Background: an optimization exercise with open tools, aiming at a short achievable clock period and few clock cycles. Do not read the settings as production practice. In this exercise RTL edits were held to simulation tests only and were not proved equivalent to the original.

==> inputs of 10-19 <==
Design rv_core, start of the top module:
module rv_core (
    input               i_core_clk,
    input               i_core_rstn,
    input       [31:0]  i_core_imem_rd,
    output      [31:0]  o_core_imem_ra,
    input       [31:0]  i_core_dmem_rd,
    output      [31:0]  o_core_dmem_a,
    output      [31:0]  o_core_dmem_wd,
    output              o_core_dmem_we,
    output      [2:0]   o_core_dmem_bytectrl
);
Settings: LEC_CHECK=0, CAP_MARGIN=20, CORE_MARGIN=2, CORE_UTILIZATION=45, CTS_CLUSTER_DIAMETER=150, CTS_CLUSTER_SIZE=50, MIN_ROUTING_LAYER=met2, PLACE_DENSITY=0.55, SETUP_SLACK_MARGIN=5, SLEW_MARGIN=20, SYNTH_HIERARCHICAL=1; clock period 8.0 ns.
run.sh (not shown) runs the stock make flow with config.mk's settings and CLKGATE_MAP_FILE= SYNTH_SCRIPT=/design/flow/synth_recipe.tcl, a recipe that flattens the netlist after the stock synthesis.
==> 01-15 (differences from 10-19) <==
--- a/flow/design.v
+++ b/flow/design.v
@@ -26,35 +26,31 @@
         end
     endgenerate
     assign s = x ^ {g[5][30:0], c0};
 endmodule
 module rv_alu (
-    input   [2:0]   sel,     
-    input   [31:0]  shl,
-    input   [31:0]  shr,
-    input   [31:0]  sar,
-    input   [31:0]  lo,      
-    output  [31:0]  res
-);
-    assign res = ({32{sel[0]}} & shl) | ({32{sel[1]}} & shr) | ({32{sel[2]}} & sar) | lo;
-endmodule
-module rv_alu_lo (
-    input   [5:0]   sel,     
+    input   [8:0]   sel,
     input           lt,
     input           ltu,
     input   [31:0]  x,
     input   [31:0]  o,
     input   [31:0]  n,
+    input   [31:0]  shl,
+    input   [31:0]  shr,
+    input   [31:0]  sar,
     input   [31:0]  pre,
     output  [31:0]  res
 );
     assign res = ({32{sel[0]}} & {31'd0, lt})
                | ({32{sel[1]}} & {31'd0, ltu})
                | ({32{sel[2]}} & x)
                | ({32{sel[3]}} & o)
                | ({32{sel[4]}} & n)
-               | ({32{sel[5]}} & pre);
+               | ({32{sel[5]}} & shl)
+               | ({32{sel[6]}} & shr)
+               | ({32{sel[7]}} & sar)
+               | ({32{sel[8]}} & pre);
 endmodule
 module rv_branch_comp (
     input   [31:0]  a,
     input   [31:0]  b,
     output          eq,
@@ -129,23 +125,10 @@
     input   [31:0]  rest,
     output  [31:0]  res
 );
     assign res = ({32{u_add}} & sum) | ({32{u_sub}} & dif) | rest;
 endmodule
-module rv_fwd6n (
-    input   [5:0]   s,
-    input   [31:0]  d0,
-    input   [31:0]  d1,
-    input   [31:0]  d2,
-    input   [31:0]  d3,
-    input   [31:0]  d4,
-    input   [31:0]  d5,
-    output  [31:0]  q
-);
-    assign q = ~(({32{s[0]}} & d0) | ({32{s[1]}} & d1) | ({32{s[2]}} & d2) |
-                 ({32{s[3]}} & d3) | ({32{s[4]}} & d4) | ({32{s[5]}} & d5));
-endmodule
 module rv_hazard_unit (
     input           eq,
     input           lt,
     input           ltu,
     input   [5:0]   c,       
@@ -183,13 +166,10 @@
     reg  [31:0] rv1_e, rv2_e, imm_e, pre_e, tgt_e, pcp4_e;
     reg         pred_e;
     reg  [4:0]  fa_e;        
     reg  [5:0]  fb_e;        
     reg  [4:0]  fs_e;        
-    reg  [4:0]  fa_a_e, fa_s_e, fa_l_e, fa_r_e, fa_q_e;
-    reg  [5:0]  fb_a_e, fb_s_e, fb_l_e, fb_r_e, fb_q_e;
-    reg         u_add_c, u_sub_c;    
     reg         a_r_e, a_m_e, a_w_e;
     reg         b_r_e, b_m_e, b_w_e;
     reg  [5:0]  c_e [0:8];
     reg         tc_e;
     reg         op_add_e, op_sub_e, op_slt_e, op_sltu_e, op_xor_e, op_or_e, op_and_e;
@@ -198,11 +178,10 @@
     reg  [8:0]  cnd_m;
     reg  [4:0]  rd_m;
     reg  [2:0]  bc_m;
     reg         u_add_m, u_sub_m;
     reg  [31:0] sum_m, dif_m, rest_m, wd_m;
-    reg  [31:0] ma_m;        
     reg  [31:0] ja_m, imm_m, tgt_m, pcp4_m;
     reg         wen_w;
     reg  [4:0]  rd_w;
     reg  [31:0] res_w;
     reg  [31:0] rf [1:31];
@@ -294,63 +273,47 @@
     assign cf_d[5] = f3_d == (pred_d ? 3'd6 : 3'd7);
     wire tc_d = d_br && ((a_m_d && b_m_d) || (a_w_d && b_w_d)) &&
                 ((f3_d == 3'd0 || f3_d == 3'd5 || f3_d == 3'd7) != pred_d);
     wire alu_d = d_op || d_opimm;
     wire sub_d = d_op && f7_d;
-    wire add_d  = d_load || d_store || (alu_d && f3_d == 3'd0 && !sub_d);
-    wire subo_d = alu_d && f3_d == 3'd0 && sub_d;
-    wire sll_d  = alu_d && f3_d == 3'd1;
-    wire srl_d  = alu_d && f3_d == 3'd5 && !f7_d;
-    wire sra_d  = alu_d && f3_d == 3'd5 && f7_d;
     wire [31:0] pre_d = d_lui ? off_d : d_auipc ? tgt_d : pcp4_d;
     wire go_e = valid_d && !stall && !redir;
-    wire [31:0] res_m, res_mc;
+    wire [31:0] res_m;
     rv_wb_stage u_resm (.u_add(u_add_m), .u_sub(u_sub_m), .sum(sum_m), .dif(dif_m),
                         .rest(rest_m), .res(res_m));
-    rv_wb_stage u_resc (.u_add(u_add_c), .u_sub(u_sub_c), .sum(sum_m), .dif(dif_m),
-                        .rest(rest_m), .res(res_mc));
-    wire [31:0] opa, opb, opa_a, opb_a, opa_s, opb_s, opa_l, opb_l, opa_r, opb_r, opa_q, opb_q, ops;
+    wire [31:0] opa, opb, opa_a, opb_a, opa_s, opb_s, ops;
     rv_fwd5 u_fa  (.s(fa_e), .d0(rv1_e), .d1(res_w), .d2(sum_m), .d3(dif_m), .d4(rest_m), .q(opa));
-    rv_fwd5 u_fal (.s(fa_l_e), .d0(rv1_e), .d1(res_w), .d2(sum_m), .d3(dif_m), .d4(rest_m), .q(opa_l));
-    rv_fwd6 u_fbl (.s(fb_l_e), .d0(imm_e), .d1(rv2_e), .d2(res_w), .d3(sum_m), .d4(dif_m), .d5(rest_m), .q(opb_l));
-    rv_fwd5 u_far (.s(fa_r_e), .d0(rv1_e), .d1(res_w), .d2(sum_m), .d3(dif_m), .d4(rest_m), .q(opa_r));
-    rv_fwd6 u_fbr (.s(fb_r_e), .d0(imm_e), .d1(rv2_e), .d2(res_w), .d3(sum_m), .d4(dif_m), .d5(rest_m), .q(opb_r));
-    rv_fwd5 u_faq (.s(fa_q_e), .d0(rv1_e), .d1(res_w), .d2(sum_m), .d3(dif_m), .d4(rest_m), .q(opa_q));
-    rv_fwd6 u_fbq (.s(fb_q_e), .d0(imm_e), .d1(rv2_e), .d2(res_w), .d3(sum_m), .d4(dif_m), .d5(rest_m), .q(opb_q));
-    rv_fwd5 u_faa (.s(fa_a_e), .d0(rv1_e), .d1(res_w), .d2(sum_m), .d3(dif_m), .d4(rest_m), .q(opa_a));
-    rv_fwd5 u_fas (.s(fa_s_e), .d0(rv1_e), .d1(res_w), .d2(sum_m), .d3(dif_m), .d4(rest_m), .q(opa_s));
+    rv_fwd5 u_faa (.s(fa_e), .d0(rv1_e), .d1(res_w), .d2(sum_m), .d3(dif_m), .d4(rest_m), .q(opa_a));
+    rv_fwd5 u_fas (.s(fa_e), .d0(rv1_e), .d1(res_w), .d2(sum_m), .d3(dif_m), .d4(rest_m), .q(opa_s));
     rv_fwd6 u_fb  (.s(fb_e), .d0(imm_e), .d1(rv2_e), .d2(res_w), .d3(sum_m), .d4(dif_m), .d5(rest_m), .q(opb));
-    rv_fwd6 u_fba (.s(fb_a_e), .d0(imm_e), .d1(rv2_e), .d2(res_w), .d3(sum_m), .d4(dif_m), .d5(rest_m), .q(opb_a));
-    rv_fwd6n u_fbs (.s(fb_s_e), .d0(imm_e), .d1(rv2_e), .d2(res_w), .d3(sum_m), .d4(dif_m), .d5(rest_m), .q(opb_s));
+    rv_fwd6 u_fba (.s(fb_e), .d0(imm_e), .d1(rv2_e), .d2(res_w), .d3(sum_m), .d4(dif_m), .d5(rest_m), .q(opb_a));
+    rv_fwd6 u_fbs (.s(fb_e), .d0(imm_e), .d1(rv2_e), .d2(res_w), .d3(sum_m), .d4(dif_m), .d5(rest_m), .q(opb_s));
     rv_fwd5 u_fs  (.s(fs_e), .d0(rv2_e), .d1(res_w), .d2(sum_m), .d3(dif_m), .d4(rest_m), .q(ops));
     wire [31:0] sum, dif;
     rv_adder #(.CI(0)) u_add (.a(opa_a), .b(opb_a),  .s(sum));
-    rv_adder #(.CI(1)) u_sub (.a(opa_s), .b(opb_s), .s(dif));    
+    rv_adder #(.CI(1)) u_sub (.a(opa_s), .b(~opb_s), .s(dif));
     wire        eq_ab, lt, ltu;
     rv_branch_comp u_cmp (.a(opa), .b(opb), .eq(eq_ab), .lt(lt), .ltu(ltu));
-    wire [31:0] shl  = opa_l << opb_l[4:0];
-    wire [31:0] shr  = opa_r >> opb_r[4:0];
-    wire [31:0] sar  = $signed(opa_q) >>> opb_q[4:0];
-    wire [31:0] lo_e, rest_e;
-    rv_alu_lo u_lo (
-        .sel ({op_pre_e, op_and_e, op_or_e, op_xor_e, op_sltu_e, op_slt_e}),
-        .lt (lt), .ltu (ltu),
-        .x (opa ^ opb), .o (opa | opb), .n (opa & opb), .pre (pre_e),
-        .res (lo_e)
-    );
+    wire [31:0] shl  = opa << opb[4:0];
+    wire [31:0] shr  = opa >> opb[4:0];
+    wire [31:0] sar  = $signed(opa) >>> opb[4:0];
+    wire [31:0] rest_e;
     rv_alu u_res (
-        .sel ({op_sra_e, op_srl_e, op_sll_e}),
-        .shl (shl), .shr (shr), .sar (sar), .lo (lo_e),
+        .sel ({op_pre_e, op_sra_e, op_srl_e, op_sll_e, op_and_e, op_or_e, op_xor_e,
+               op_sltu_e, op_slt_e}),
+        .lt (lt), .ltu (ltu),
+        .x (opa ^ opb), .o (opa | opb), .n (opa & opb),
+        .shl (shl), .shr (shr), .sar (sar), .pre (pre_e),
         .res (rest_e)
     );
     wire [31:0] srcs [0:2];
     assign srcs[0] = rv1_e;
-    assign srcs[1] = res_mc;
+    assign srcs[1] = res_m;
     assign srcs[2] = res_w;
     wire [31:0] srct [0:2];
     assign srct[0] = rv2_e;
-    assign srct[1] = res_mc;
+    assign srct[1] = res_m;
     assign srct[2] = res_w;
     wire [8:0] pt;
     generate
         for (gi = 0; gi < 9; gi = gi + 1) begin : g_bc
             if (gi == 4 || gi == 8) begin : g_same
@@ -428,26 +391,16 @@
         tgt_e     <= tgt_d;
         pcp4_e    <= pcp4_d;
         pred_e    <= pred_d;
         fa_e      <= fa_d;
         fb_e      <= fb_d;
-        fa_a_e    <= add_d ? fa_d : 5'd0;
-        fb_a_e    <= add_d ? fb_d : 6'd0;
-        fa_s_e    <= subo_d ? fa_d : 5'd0;
-        fb_s_e    <= subo_d ? fb_d : 6'd0;
-        fa_l_e    <= sll_d ? fa_d : 5'd0;
-        fb_l_e    <= sll_d ? fb_d : 6'd0;
-        fa_r_e    <= srl_d ? fa_d : 5'd0;
-        fb_r_e    <= srl_d ? fb_d : 6'd0;
-        fa_q_e    <= sra_d ? fa_d : 5'd0;
-        fb_q_e    <= sra_d ? fb_d : 6'd0;
         fs_e      <= fs_d;
         for (j = 0; j < 9; j = j + 1)
             c_e[j] <= (d_br && as_d[j / 3] && bs_d[j % 3]) ? cf_d : 6'd0;
         tc_e      <= tc_d;
-        op_add_e  <= add_d;
-        op_sub_e  <= subo_d;
+        op_add_e  <= d_load || d_store || (alu_d && f3_d == 3'd0 && !sub_d);
+        op_sub_e  <= alu_d && f3_d == 3'd0 && sub_d;
         op_sll_e  <= alu_d && f3_d == 3'd1;
         op_slt_e  <= alu_d && f3_d == 3'd2;
         op_sltu_e <= alu_d && f3_d == 3'd3;
         op_xor_e  <= alu_d && f3_d == 3'd4;
         op_srl_e  <= alu_d && f3_d == 3'd5 && !f7_d;
@@ -476,24 +429,21 @@
     always @(posedge clk) begin
         rd_m    <= rd_e;
         bc_m    <= bc_e;
         u_add_m <= op_add_e;
         u_sub_m <= op_sub_e;
-        u_add_c <= op_add_e && d_br;
-        u_sub_c <= op_sub_e && d_br;
         sum_m   <= sum;
-        ma_m    <= sum & {32{ld_e || st_e}};
         dif_m   <= dif;
         rest_m  <= rest_e;
         wd_m    <= ops;
         ja_m    <= opa;
         imm_m   <= imm_e;
         tgt_m   <= tgt_e;
         pcp4_m  <= pcp4_e;
         pred_m  <= pred_e;
     end
-    assign o_core_dmem_a        = ma_m;
+    assign o_core_dmem_a        = sum_m;
     assign o_core_dmem_wd       = wd_m;
     assign o_core_dmem_we       = st_m;
     assign o_core_dmem_bytectrl = bc_m;
     always @(posedge clk) begin
         if (!rstn)
Settings changed: CORE_UTILIZATION 45 to 40, CTS_CLUSTER_DIAMETER 150 to default, CTS_CLUSTER_SIZE 50 to default, MIN_ROUTING_LAYER met2 to default.
==> 05-10 (differences from 10-19) <==
--- a/flow/design.v
+++ b/flow/design.v
@@ -26,35 +26,31 @@
         end
     endgenerate
     assign s = x ^ {g[5][30:0], c0};
 endmodule
 module rv_alu (
-    input   [2:0]   sel,     
-    input   [31:0]  shl,
-    input   [31:0]  shr,
-    input   [31:0]  sar,
-    input   [31:0]  lo,      
-    output  [31:0]  res
-);
-    assign res = ({32{sel[0]}} & shl) | ({32{sel[1]}} & shr) | ({32{sel[2]}} & sar) | lo;
-endmodule
-module rv_alu_lo (
-    input   [5:0]   sel,     
+    input   [8:0]   sel,
     input           lt,
     input           ltu,
     input   [31:0]  x,
     input   [31:0]  o,
     input   [31:0]  n,
+    input   [31:0]  shl,
+    input   [31:0]  shr,
+    input   [31:0]  sar,
     input   [31:0]  pre,
     output  [31:0]  res
 );
     assign res = ({32{sel[0]}} & {31'd0, lt})
                | ({32{sel[1]}} & {31'd0, ltu})
                | ({32{sel[2]}} & x)
                | ({32{sel[3]}} & o)
                | ({32{sel[4]}} & n)
-               | ({32{sel[5]}} & pre);
+               | ({32{sel[5]}} & shl)
+               | ({32{sel[6]}} & shr)
+               | ({32{sel[7]}} & sar)
+               | ({32{sel[8]}} & pre);
 endmodule
 module rv_branch_comp (
     input   [31:0]  a,
     input   [31:0]  b,
     output          eq,
@@ -129,23 +125,10 @@
     input   [31:0]  rest,
     output  [31:0]  res
 );
     assign res = ({32{u_add}} & sum) | ({32{u_sub}} & dif) | rest;
 endmodule
-module rv_fwd6n (
-    input   [5:0]   s,
-    input   [31:0]  d0,
-    input   [31:0]  d1,
-    input   [31:0]  d2,
-    input   [31:0]  d3,
-    input   [31:0]  d4,
-    input   [31:0]  d5,
-    output  [31:0]  q
-);
-    assign q = ~(({32{s[0]}} & d0) | ({32{s[1]}} & d1) | ({32{s[2]}} & d2) |
-                 ({32{s[3]}} & d3) | ({32{s[4]}} & d4) | ({32{s[5]}} & d5));
-endmodule
 module rv_hazard_unit (
     input           eq,
     input           lt,
     input           ltu,
     input   [5:0]   c,       
@@ -183,12 +166,12 @@
     reg  [31:0] rv1_e, rv2_e, imm_e, pre_e, tgt_e, pcp4_e;
     reg         pred_e;
     reg  [4:0]  fa_e;        
     reg  [5:0]  fb_e;        
     reg  [4:0]  fs_e;        
-    reg  [4:0]  fa_a_e, fa_s_e, fa_l_e, fa_r_e, fa_q_e;
-    reg  [5:0]  fb_a_e, fb_s_e, fb_l_e, fb_r_e, fb_q_e;
+    reg  [4:0]  fa_a_e, fa_s_e, fa_h_e;
+    reg  [5:0]  fb_a_e, fb_s_e, fb_h_e;
     reg         u_add_c, u_sub_c;    
     reg         a_r_e, a_m_e, a_w_e;
     reg         b_r_e, b_m_e, b_w_e;
     reg  [5:0]  c_e [0:8];
     reg         tc_e;
@@ -296,52 +279,43 @@
                 ((f3_d == 3'd0 || f3_d == 3'd5 || f3_d == 3'd7) != pred_d);
     wire alu_d = d_op || d_opimm;
     wire sub_d = d_op && f7_d;
     wire add_d  = d_load || d_store || (alu_d && f3_d == 3'd0 && !sub_d);
     wire subo_d = alu_d && f3_d == 3'd0 && sub_d;
-    wire sll_d  = alu_d && f3_d == 3'd1;
-    wire srl_d  = alu_d && f3_d == 3'd5 && !f7_d;
-    wire sra_d  = alu_d && f3_d == 3'd5 && f7_d;
+    wire sh_d   = alu_d && (f3_d == 3'd1 || f3_d == 3'd5);
     wire [31:0] pre_d = d_lui ? off_d : d_auipc ? tgt_d : pcp4_d;
     wire go_e = valid_d && !stall && !redir;
     wire [31:0] res_m, res_mc;
     rv_wb_stage u_resm (.u_add(u_add_m), .u_sub(u_sub_m), .sum(sum_m), .dif(dif_m),
                         .rest(rest_m), .res(res_m));
     rv_wb_stage u_resc (.u_add(u_add_c), .u_sub(u_sub_c), .sum(sum_m), .dif(dif_m),
                         .rest(rest_m), .res(res_mc));
-    wire [31:0] opa, opb, opa_a, opb_a, opa_s, opb_s, opa_l, opb_l, opa_r, opb_r, opa_q, opb_q, ops;
+    wire [31:0] opa, opb, opa_a, opb_a, opa_s, opb_s, opa_h, opb_h, ops;
     rv_fwd5 u_fa  (.s(fa_e), .d0(rv1_e), .d1(res_w), .d2(sum_m), .d3(dif_m), .d4(rest_m), .q(opa));
-    rv_fwd5 u_fal (.s(fa_l_e), .d0(rv1_e), .d1(res_w), .d2(sum_m), .d3(dif_m), .d4(rest_m), .q(opa_l));
-    rv_fwd6 u_fbl (.s(fb_l_e), .d0(imm_e), .d1(rv2_e), .d2(res_w), .d3(sum_m), .d4(dif_m), .d5(rest_m), .q(opb_l));
-    rv_fwd5 u_far (.s(fa_r_e), .d0(rv1_e), .d1(res_w), .d2(sum_m), .d3(dif_m), .d4(rest_m), .q(opa_r));
-    rv_fwd6 u_fbr (.s(fb_r_e), .d0(imm_e), .d1(rv2_e), .d2(res_w), .d3(sum_m), .d4(dif_m), .d5(rest_m), .q(opb_r));
-    rv_fwd5 u_faq (.s(fa_q_e), .d0(rv1_e), .d1(res_w), .d2(sum_m), .d3(dif_m), .d4(rest_m), .q(opa_q));
-    rv_fwd6 u_fbq (.s(fb_q_e), .d0(imm_e), .d1(rv2_e), .d2(res_w), .d3(sum_m), .d4(dif_m), .d5(rest_m), .q(opb_q));
+    rv_fwd5 u_fah (.s(fa_h_e), .d0(rv1_e), .d1(res_w), .d2(sum_m), .d3(dif_m), .d4(rest_m), .q(opa_h));
+    rv_fwd6 u_fbh (.s(fb_h_e), .d0(imm_e), .d1(rv2_e), .d2(res_w), .d3(sum_m), .d4(dif_m), .d5(rest_m), .q(opb_h));
     rv_fwd5 u_faa (.s(fa_a_e), .d0(rv1_e), .d1(res_w), .d2(sum_m), .d3(dif_m), .d4(rest_m), .q(opa_a));
     rv_fwd5 u_fas (.s(fa_s_e), .d0(rv1_e), .d1(res_w), .d2(sum_m), .d3(dif_m), .d4(rest_m), .q(opa_s));
     rv_fwd6 u_fb  (.s(fb_e), .d0(imm_e), .d1(rv2_e), .d2(res_w), .d3(sum_m), .d4(dif_m), .d5(rest_m), .q(opb));
     rv_fwd6 u_fba (.s(fb_a_e), .d0(imm_e), .d1(rv2_e), .d2(res_w), .d3(sum_m), .d4(dif_m), .d5(rest_m), .q(opb_a));
-    rv_fwd6n u_fbs (.s(fb_s_e), .d0(imm_e), .d1(rv2_e), .d2(res_w), .d3(sum_m), .d4(dif_m), .d5(rest_m), .q(opb_s));
+    rv_fwd6 u_fbs (.s(fb_s_e), .d0(imm_e), .d1(rv2_e), .d2(res_w), .d3(sum_m), .d4(dif_m), .d5(rest_m), .q(opb_s));
     rv_fwd5 u_fs  (.s(fs_e), .d0(rv2_e), .d1(res_w), .d2(sum_m), .d3(dif_m), .d4(rest_m), .q(ops));
     wire [31:0] sum, dif;
     rv_adder #(.CI(0)) u_add (.a(opa_a), .b(opb_a),  .s(sum));
-    rv_adder #(.CI(1)) u_sub (.a(opa_s), .b(opb_s), .s(dif));    
+    rv_adder #(.CI(1)) u_sub (.a(opa_s), .b(~opb_s), .s(dif));
     wire        eq_ab, lt, ltu;
     rv_branch_comp u_cmp (.a(opa), .b(opb), .eq(eq_ab), .lt(lt), .ltu(ltu));
-    wire [31:0] shl  = opa_l << opb_l[4:0];
-    wire [31:0] shr  = opa_r >> opb_r[4:0];
-    wire [31:0] sar  = $signed(opa_q) >>> opb_q[4:0];
-    wire [31:0] lo_e, rest_e;
-    rv_alu_lo u_lo (
-        .sel ({op_pre_e, op_and_e, op_or_e, op_xor_e, op_sltu_e, op_slt_e}),
-        .lt (lt), .ltu (ltu),
-        .x (opa ^ opb), .o (opa | opb), .n (opa & opb), .pre (pre_e),
-        .res (lo_e)
-    );
+    wire [31:0] shl  = opa_h << opb_h[4:0];
+    wire [31:0] shr  = opa_h >> opb_h[4:0];
+    wire [31:0] sar  = $signed(opa_h) >>> opb_h[4:0];
+    wire [31:0] rest_e;
     rv_alu u_res (
-        .sel ({op_sra_e, op_srl_e, op_sll_e}),
-        .shl (shl), .shr (shr), .sar (sar), .lo (lo_e),
+        .sel ({op_pre_e, op_sra_e, op_srl_e, op_sll_e, op_and_e, op_or_e, op_xor_e,
+               op_sltu_e, op_slt_e}),
+        .lt (lt), .ltu (ltu),
+        .x (opa ^ opb), .o (opa | opb), .n (opa & opb),
+        .shl (shl), .shr (shr), .sar (sar), .pre (pre_e),
         .res (rest_e)
     );
     wire [31:0] srcs [0:2];
     assign srcs[0] = rv1_e;
     assign srcs[1] = res_mc;
@@ -432,16 +406,12 @@
         fb_e      <= fb_d;
         fa_a_e    <= add_d ? fa_d : 5'd0;
         fb_a_e    <= add_d ? fb_d : 6'd0;
         fa_s_e    <= subo_d ? fa_d : 5'd0;
         fb_s_e    <= subo_d ? fb_d : 6'd0;
-        fa_l_e    <= sll_d ? fa_d : 5'd0;
-        fb_l_e    <= sll_d ? fb_d : 6'd0;
-        fa_r_e    <= srl_d ? fa_d : 5'd0;
-        fb_r_e    <= srl_d ? fb_d : 6'd0;
-        fa_q_e    <= sra_d ? fa_d : 5'd0;
-        fb_q_e    <= sra_d ? fb_d : 6'd0;
+        fa_h_e    <= sh_d ? fa_d : 5'd0;
+        fb_h_e    <= sh_d ? fb_d : 6'd0;
         fs_e      <= fs_d;
         for (j = 0; j < 9; j = j + 1)
             c_e[j] <= (d_br && as_d[j / 3] && bs_d[j % 3]) ? cf_d : 6'd0;
         tc_e      <= tc_d;
         op_add_e  <= add_d;
==> comparison <==
Synthesized cell count: 05-10 is larger than 01-15 (about 2.6%). Synthesized area, lowest first: 01-15, 05-10, 10-19. 05-10 failed in global routing. 10-19 failed in global routing on GRT-0116. 01-15 completed with no timing, DRC or antenna violations.
Testbench counts of 10-19, summed over its fixed seeds: cycles 57,700.
Testbench counts of 01-15, summed over its fixed seeds: cycles 57,700.
Testbench counts of 05-10, summed over its fixed seeds: cycles 57,700.

[re-timing with driven ports]
The flow's constraints put no driver on any port. The routed layout listed below was extracted and timed again, unchanged, in two steps. Step 1 assumes that a clkbuf_16 drives the clock port and a buf_2 every other input. Step 2 times the ports against the registers' clock, not the clock port: input delays grow and output delays shrink by t, the midpoint of the rising clock arrivals with the driver on. Slacks: no drivers / after step 1 / after step 2; pairs: no drivers / after step 1.
run: 01-15
t (ns): 0.968
setup slack, ns: 4.059 / 4.059 / 4.059
hold slack, ns: 0.319 / 0.319 / 0.319
worst data-port slew with drivers (ns): 0.20
pins driven straight from the clock port: 1
After both steps 01-15 still meets setup and hold. The setup slack of 01-15 moves by 0.000 ns with the drivers and by 0.000 ns with both steps.
